Context: an optimization exercise on an open-source flow, tuned for small area. The choices shown serve that exercise and are no tape-out recipe.
Function was checked by simulation only, so behaviour that the tests miss may differ from the original.

// Maze
module Maze(clk, rst, sw, BtnC, BtnU, BtnD, BtnL, BtnR, seg, an, vga_r, vga_g, vga_b, vga_h_sync, vga_v_sync);
Settings: LEC_CHECK=0, ABC_AREA=1, CAP_MARGIN=10, CORE_MARGIN=2, CORE_UTILIZATION=45, CTS_BUF_LIST=sky130_fd_sc_hd__clkbuf_4 sky130_fd_sc_hd__clkbuf_8, SLEW_MARGIN=10; clock period 11.0 ns.
standard.sh (not shown) runs the stock make flow with config.mk's settings and CLKGATE_MAP_FILE= SYNTH_SCRIPT=/design/flow/synth_recipe.tcl, a recipe that flattens the netlist after the stock synthesis.
==> flow/flow/run.sh <==
#!/bin/bash
# Own flow: the standard layout (standard.sh), with these changes:
#  - after the standard synthesis (run unchanged), the combinational cells of its netlist
#    are mapped again by ABC with area-only scripts (flow/remap.tcl, flow/remap_*.abc);
#    every flip-flop instance stays as the standard synthesis made it (name, cell, nets),
#    which flow/fixq.py checks, and Yosys proves the new netlist equivalent to the
#    standard one (flow/equiv.tcl); the smallest mapping that passes both is used, and
#    the standard netlist if none does;
#  - the port buffers are sky130_fd_sc_hd__buf_1 (BUFFER_PORTS_ARGS) instead of the
#    cell buffer_ports picks by itself;
#  - clock tree synthesis inserts no dummy loads (CTS_ARGS: the standard arguments,
#    with the CTS_BUF_LIST of config.mk, plus -dont_use_dummy_load).
# Logs: std_synth.log, remap_*_yosys.log, remap_*_fixq.log, remap_*_equiv_yosys.log and
# flow_make.log here;
# each ORFS step also logs under orfs/logs/.
set -euo pipefail
W=$(pwd)
R="$W/orfs/results/$FLOW_PLATFORM/Maze/base"
L="$W/orfs/logs/$FLOW_PLATFORM/Maze/base"
YOSYS=/OpenROAD-flow-scripts/tools/install/yosys/bin/yosys
[[ -x $YOSYS ]] || YOSYS=yosys
export BUFFER_PORTS_ARGS="-buffer_cell sky130_fd_sc_hd__buf_1"
export CTS_ARGS="-sink_clustering_enable -repair_clock_nets -buf_list {sky130_fd_sc_hd__clkbuf_4 sky130_fd_sc_hd__clkbuf_8} -dont_use_dummy_load"

# 1. the standard synthesis
bash "$W/standard.sh" "$R/1_2_yosys.v" > "$W/std_synth.log" 2>&1
cp "$R/1_2_yosys.v" "$W/1_2_yosys_standard.v"

# 2. area-only remapping of the combinational cells: each script flow/remap_*.abc maps the
#    logic once; the smallest result that keeps the flip-flops and proves equivalent is used
export REMAP_LIB="$FLOW_HOME/platforms/$FLOW_PLATFORM/lib/sky130_fd_sc_hd__tt_025C_1v80.lib"
export REMAP_IN="$W/1_2_yosys_standard.v"
export REMAP_TOP="$FLOW_TOP"
export REMAP_DONT_USE="$(grep -o -- '-dont_use [^ ]*' "$L/1_2_yosys.log" | awk '{print $2}' | sort -u | tr '\n' ' ')"
export REMAP_SEQ="$(grep -oE 'sky130_fd_sc_hd__[a-z0-9_]+' "$W/1_2_yosys_standard.v" | sort -u | grep -E '__(e?df|dl|sdf)' | tr '\n' ' ')"
: > "$W/remap_areas.txt"
for s in "$W"/flow/remap_*.abc; do
  n=$(basename "$s" .abc)
  if REMAP_SCRIPT="$s" REMAP_OUT="$W/$n.v" "$YOSYS" -c "$W/flow/remap.tcl" > "$W/${n}_yosys.log" 2>&1; then
    a=$(awk '/Chip area/ {print $NF}' "$W/$n.v.stat")
    if [[ -n $a ]]; then echo "$a $n" >> "$W/remap_areas.txt"; fi
  fi
done
use_remap=none
for n in $(sort -n "$W/remap_areas.txt" | awk '{print $2}'); do
  if python3 "$W/flow/fixq.py" "$W/1_2_yosys_standard.v" "$W/$n.v" "$W/${n}_fixed.v" > "$W/${n}_fixq.log" 2>&1 &&
     EQ_GOLD="$W/1_2_yosys_standard.v" EQ_GATE="$W/${n}_fixed.v" "$YOSYS" -c "$W/flow/equiv.tcl" > "$W/${n}_equiv_yosys.log" 2>&1; then
    use_remap=$n
    cp "$W/${n}_fixed.v" "$R/1_2_yosys.v"
    break
  fi
done
echo "use_remap=$use_remap" > "$W/remap_used.txt"

# 3. the rest of the standard layout
bash "$W/standard.sh" > "$W/flow_make.log" 2>&1
Other scripts of this flow, unchanged in this note and not shown: flow/flow/equiv.tcl, flow/flow/fixq.py, flow/flow/remap.tcl, flow/flow/remap_amap.abc, flow/flow/remap_ds.abc, flow/flow/remap_map.abc, flow/flow/remap_nf.abc
Next try:
--- a/flow/config.mk
+++ b/flow/config.mk
@@ -9 +9 @@
-export CAP_MARGIN = 10
+export CAP_MARGIN = 20
@@ -13 +13 @@
-export SLEW_MARGIN = 10
+export SLEW_MARGIN = 20
Wire length does not change; die area does not change; worst hold slack stays the same.


== willow ==
Maze, a different RTL version from the one above (not shown whole).
Size in the first run: ~1400 cells after synthesis, ~0.0090 mm² of cells after synthesis.
==> flow/config.mk <==
export PLATFORM = sky130hd
export DESIGN_NAME = Maze
export DESIGN_NICKNAME = Maze
export VERILOG_FILES = /design/flow/design.v
export SDC_FILE = /design/flow/constraint.sdc
export NUM_CORES = 4
export LEC_CHECK = 0
export ABC_AREA = 1
export CAP_MARGIN = 20
export CORE_MARGIN = 2
export CORE_UTILIZATION = 45
export CTS_BUF_LIST = sky130_fd_sc_hd__clkbuf_4 sky130_fd_sc_hd__clkbuf_8
export SLEW_MARGIN = 20
==> flow/constraint.sdc <==
create_clock -name core_clock -period 11.0 [get_ports {clk}]
set_input_delay 2.2000 -clock core_clock [delete_from_list [all_inputs] [get_ports {clk}]]
set_output_delay 2.2000 -clock core_clock [all_outputs]
set_load 0.01 [all_outputs]
==> flow/flow/run.sh <==
#!/bin/bash
# Own flow: the standard layout (standard.sh), with these changes:
#  - after the standard synthesis (run unchanged), the combinational cells of its netlist
#    are mapped again by ABC with an area-only script (flow/remap.tcl, flow/remap.abc);
#    every flip-flop instance stays as the standard synthesis made it (name, cell, nets),
#    which flow/fixq.py checks, and Yosys proves the new netlist equivalent to the
#    standard one (flow/equiv.tcl); if either check fails the standard netlist is used;
#  - the port buffers are sky130_fd_sc_hd__buf_1 (BUFFER_PORTS_ARGS) instead of the
#    cell buffer_ports picks by itself;
#  - clock tree synthesis inserts no dummy loads (CTS_ARGS: the standard arguments,
#    with the CTS_BUF_LIST of config.mk, plus -dont_use_dummy_load).
# Logs: std_synth.log, remap_yosys.log, fixq.log, equiv_yosys.log and flow_make.log here;
# each ORFS step also logs under orfs/logs/.
set -euo pipefail
W=$(pwd)
R="$W/orfs/results/$FLOW_PLATFORM/Maze/base"
L="$W/orfs/logs/$FLOW_PLATFORM/Maze/base"
YOSYS=/OpenROAD-flow-scripts/tools/install/yosys/bin/yosys
[[ -x $YOSYS ]] || YOSYS=yosys
export BUFFER_PORTS_ARGS="-buffer_cell sky130_fd_sc_hd__buf_1"
export CTS_ARGS="-sink_clustering_enable -repair_clock_nets -buf_list {sky130_fd_sc_hd__clkbuf_4 sky130_fd_sc_hd__clkbuf_8} -dont_use_dummy_load"

# 1. the standard synthesis
bash "$W/standard.sh" "$R/1_2_yosys.v" > "$W/std_synth.log" 2>&1
cp "$R/1_2_yosys.v" "$W/1_2_yosys_standard.v"

# 2. area-only remapping of the combinational cells
export REMAP_LIB="$FLOW_HOME/platforms/$FLOW_PLATFORM/lib/sky130_fd_sc_hd__tt_025C_1v80.lib"
export REMAP_IN="$W/1_2_yosys_standard.v"
export REMAP_OUT="$W/1_2_yosys_remap.v"
export REMAP_SCRIPT="$W/flow/remap.abc"
export REMAP_TOP="$FLOW_TOP"
export REMAP_DONT_USE="$(grep -o -- '-dont_use [^ ]*' "$L/1_2_yosys.log" | awk '{print $2}' | sort -u | tr '\n' ' ')"
export REMAP_SEQ="$(grep -oE 'sky130_fd_sc_hd__[a-z0-9_]+' "$W/1_2_yosys_standard.v" | sort -u | grep -E '__(e?df|dl|sdf)' | tr '\n' ' ')"
use_remap=0
if "$YOSYS" -c "$W/flow/remap.tcl" > "$W/remap_yosys.log" 2>&1 &&
   python3 "$W/flow/fixq.py" "$W/1_2_yosys_standard.v" "$W/1_2_yosys_remap.v" "$W/1_2_yosys_fixed.v" > "$W/fixq.log" 2>&1 &&
   EQ_GOLD="$W/1_2_yosys_standard.v" EQ_GATE="$W/1_2_yosys_fixed.v" "$YOSYS" -c "$W/flow/equiv.tcl" > "$W/equiv_yosys.log" 2>&1; then
  use_remap=1
fi
echo "use_remap=$use_remap" > "$W/remap_used.txt"
if [[ $use_remap == 1 ]]; then
  cp "$W/1_2_yosys_fixed.v" "$R/1_2_yosys.v"
fi

# 3. the rest of the standard layout
bash "$W/standard.sh" > "$W/flow_make.log" 2>&1
==> flow/flow/equiv.tcl <==
# yosys -c equiv.tcl : proves the remapped netlist equivalent to the standard one
# (flip-flops paired by name); ends with an error if it cannot.
set lib $::env(REMAP_LIB)
yosys read_liberty -ignore_miss_func $lib
yosys read_verilog $::env(EQ_GOLD)
yosys rename $::env(REMAP_TOP) gold
yosys read_verilog $::env(EQ_GATE)
yosys rename $::env(REMAP_TOP) gate
yosys hierarchy -check
yosys flatten gold gate
yosys opt_clean
yosys equiv_make gold gate eq
yosys hierarchy -top eq
yosys equiv_simple -undef
yosys equiv_induct -undef
yosys equiv_status -assert
==> flow/flow/remap.abc <==
strash
dch -f
map -a
topo
dnsize -c
==> flow/flow/remap.tcl <==
# yosys -c remap.tcl : re-maps the combinational cells of a mapped netlist with an area-only
# ABC script, keeping every flip-flop instance (name and cell) as it is.
set lib $::env(REMAP_LIB)
set in $::env(REMAP_IN)
set out $::env(REMAP_OUT)
set script $::env(REMAP_SCRIPT)
set dont_use $::env(REMAP_DONT_USE)
yosys read_liberty -ignore_miss_func $lib
yosys read_verilog -defer $in
yosys hierarchy -top $::env(REMAP_TOP)
# keep the sequential cells (those whose liberty model holds a flip-flop or latch)
foreach m [split $::env(REMAP_SEQ) " "] {
  if {$m ne ""} { yosys setattr -mod -set keep_hierarchy 1 $m }
}
yosys flatten
yosys rename -hide w:*.*
yosys opt_clean -purge
set du {}
foreach c $dont_use { lappend du -dont_use $c }
yosys abc -script $script -liberty $lib {*}$du
yosys splitnets
yosys opt_clean -purge
yosys hilomap -singleton -hicell sky130_fd_sc_hd__conb_1 HI -locell sky130_fd_sc_hd__conb_1 LO
yosys insbuf -buf sky130_fd_sc_hd__buf_4 A X
yosys opt_clean -purge
yosys select -module $::env(REMAP_TOP)
yosys tee -o $out.stat stat -liberty $lib
yosys write_verilog -noattr -noexpr -nohex -nodec -selected $out
Other scripts of this flow, unchanged in this note and not shown: flow/flow/fixq.py
Input-level comparison between lagoon and willow:
- swapping 20 for 10 in CAP_MARGIN
- swapping 20 for 10 in SLEW_MARGIN
==> flow/flow/run.sh <==
#!/bin/bash
# Own flow: the standard layout (standard.sh), with these changes:
#  - after the standard synthesis (run unchanged), the combinational cells of its netlist
#    are mapped again by ABC with area-only scripts (flow/remap.tcl, flow/remap_*.abc);
#    every flip-flop instance stays as the standard synthesis made it (name, cell, nets),
#    which flow/fixq.py checks, and Yosys proves the new netlist equivalent to the
#    standard one (flow/equiv.tcl); the smallest mapping that passes both is used, and
#    the standard netlist if none does;
#  - the port buffers are sky130_fd_sc_hd__buf_1 (BUFFER_PORTS_ARGS) instead of the
#    cell buffer_ports picks by itself;
#  - clock tree synthesis inserts no dummy loads (CTS_ARGS: the standard arguments,
#    with the CTS_BUF_LIST of config.mk, plus -dont_use_dummy_load).
# Logs: std_synth.log, remap_*_yosys.log, remap_*_fixq.log, remap_*_equiv_yosys.log and
# flow_make.log here;
# each ORFS step also logs under orfs/logs/.
set -euo pipefail
W=$(pwd)
R="$W/orfs/results/$FLOW_PLATFORM/Maze/base"
L="$W/orfs/logs/$FLOW_PLATFORM/Maze/base"
YOSYS=/OpenROAD-flow-scripts/tools/install/yosys/bin/yosys
[[ -x $YOSYS ]] || YOSYS=yosys
export BUFFER_PORTS_ARGS="-buffer_cell sky130_fd_sc_hd__buf_1"
export CTS_ARGS="-sink_clustering_enable -repair_clock_nets -buf_list {sky130_fd_sc_hd__clkbuf_4 sky130_fd_sc_hd__clkbuf_8} -dont_use_dummy_load"

# 1. the standard synthesis
bash "$W/standard.sh" "$R/1_2_yosys.v" > "$W/std_synth.log" 2>&1
cp "$R/1_2_yosys.v" "$W/1_2_yosys_standard.v"

# 2. area-only remapping of the combinational cells: each script flow/remap_*.abc maps the
#    logic once; the smallest result that keeps the flip-flops and proves equivalent is used
export REMAP_LIB="$FLOW_HOME/platforms/$FLOW_PLATFORM/lib/sky130_fd_sc_hd__tt_025C_1v80.lib"
export REMAP_IN="$W/1_2_yosys_standard.v"
export REMAP_TOP="$FLOW_TOP"
export REMAP_DONT_USE="$(grep -o -- '-dont_use [^ ]*' "$L/1_2_yosys.log" | awk '{print $2}' | sort -u | tr '\n' ' ')"
export REMAP_SEQ="$(grep -oE 'sky130_fd_sc_hd__[a-z0-9_]+' "$W/1_2_yosys_standard.v" | sort -u | grep -E '__(e?df|dl|sdf)' | tr '\n' ' ')"
: > "$W/remap_areas.txt"
for s in "$W"/flow/remap_*.abc; do
  n=$(basename "$s" .abc)
  if REMAP_SCRIPT="$s" REMAP_OUT="$W/$n.v" "$YOSYS" -c "$W/flow/remap.tcl" > "$W/${n}_yosys.log" 2>&1; then
    a=$(awk '/Chip area/ {print $NF}' "$W/$n.v.stat")
    if [[ -n $a ]]; then echo "$a $n" >> "$W/remap_areas.txt"; fi
  fi
done
use_remap=none
for n in $(sort -n "$W/remap_areas.txt" | awk '{print $2}'); do
  if python3 "$W/flow/fixq.py" "$W/1_2_yosys_standard.v" "$W/$n.v" "$W/${n}_fixed.v" > "$W/${n}_fixq.log" 2>&1 &&
     EQ_GOLD="$W/1_2_yosys_standard.v" EQ_GATE="$W/${n}_fixed.v" "$YOSYS" -c "$W/flow/equiv.tcl" > "$W/${n}_equiv_yosys.log" 2>&1; then
    use_remap=$n
    cp "$W/${n}_fixed.v" "$R/1_2_yosys.v"
    break
  fi
done
echo "use_remap=$use_remap" > "$W/remap_used.txt"

# 3. the rest of the standard layout
bash "$W/standard.sh" > "$W/flow_make.log" 2>&1
==> flow/flow/remap_amap.abc (new file) <==
strash
dch -f
amap
topo
dnsize -c
==> flow/flow/remap_map.abc (new file) <==
strash
dch -f
map -a
topo
dnsize -c
==> flow/flow/remap_nf.abc (new file) <==
strash
&get -n
&dch -f
&nf -a -R 1000
&put
dnsize -c
removed: flow/flow/remap.abc
Notes after the runs:
No stage failed in lagoon, and the final checks on the layout all came back clean.
Against willow as the reference, lagoon delivers a lower count of vias placed by the detailed router.
Global router's overall resource usage was lower in the run labelled willow.
For lagoon, the cell with the largest stage delay on the worst path was sky130_fd_sc_hd__o31ai_1, unlike willow, where it was sky130_fd_sc_hd__clkinv_1.
The higher core footprint came out of willow.
Diff willow -> lagoon: cell area down 2.7%, count of non-CTS buffers in the layout moved up.

port drivers added, routing unchanged:
The flow's constraints put no driver on any port. The routed layouts listed below were extracted and timed again, unchanged, in two steps.
Step 1 (the two cells are an assumption about what drives the block):
set clk [get_ports {clk}]
set_driving_cell -lib_cell sky130_fd_sc_hd__clkbuf_16 $clk
set_driving_cell -lib_cell sky130_fd_sc_hd__buf_2 [delete_from_list [all_inputs] $clk]
Step 2 moves the port delays by t, midway between the first and last clock arrival at a register: inputs arrive t later, outputs are due t later. That takes back most of the time a late clock gives input paths.
Three values: ideal, step 1, step 2; two values: the first two.
run | t (ns) | setup WS [ns] | hold WS [ns] | worst setup path after step 2 | cell pins on the clock port's net
the first run of note 1 | 0.480 | 0.919 / 0.944 / 0.464 | 0.417 / 0.417 / 0.417 | input to register | 1
the second run of note 1 | 0.480 | 0.919 / 0.944 / 0.464 | 0.417 / 0.417 / 0.417 | input to register | 1
willow | 0.475 | 1.079 / 1.098 / 0.623 | 0.421 / 0.421 / 0.421 | input to register | 1
lagoon | 0.471 | 0.912 / 0.931 / 0.460 | 0.423 / 0.423 / 0.423 | input to register | 1
After both steps every run listed still meets setup and hold. For willow, which loses most, drivers alone change the setup slack by +0.019 ns; drivers and shift together by -0.456 ns.
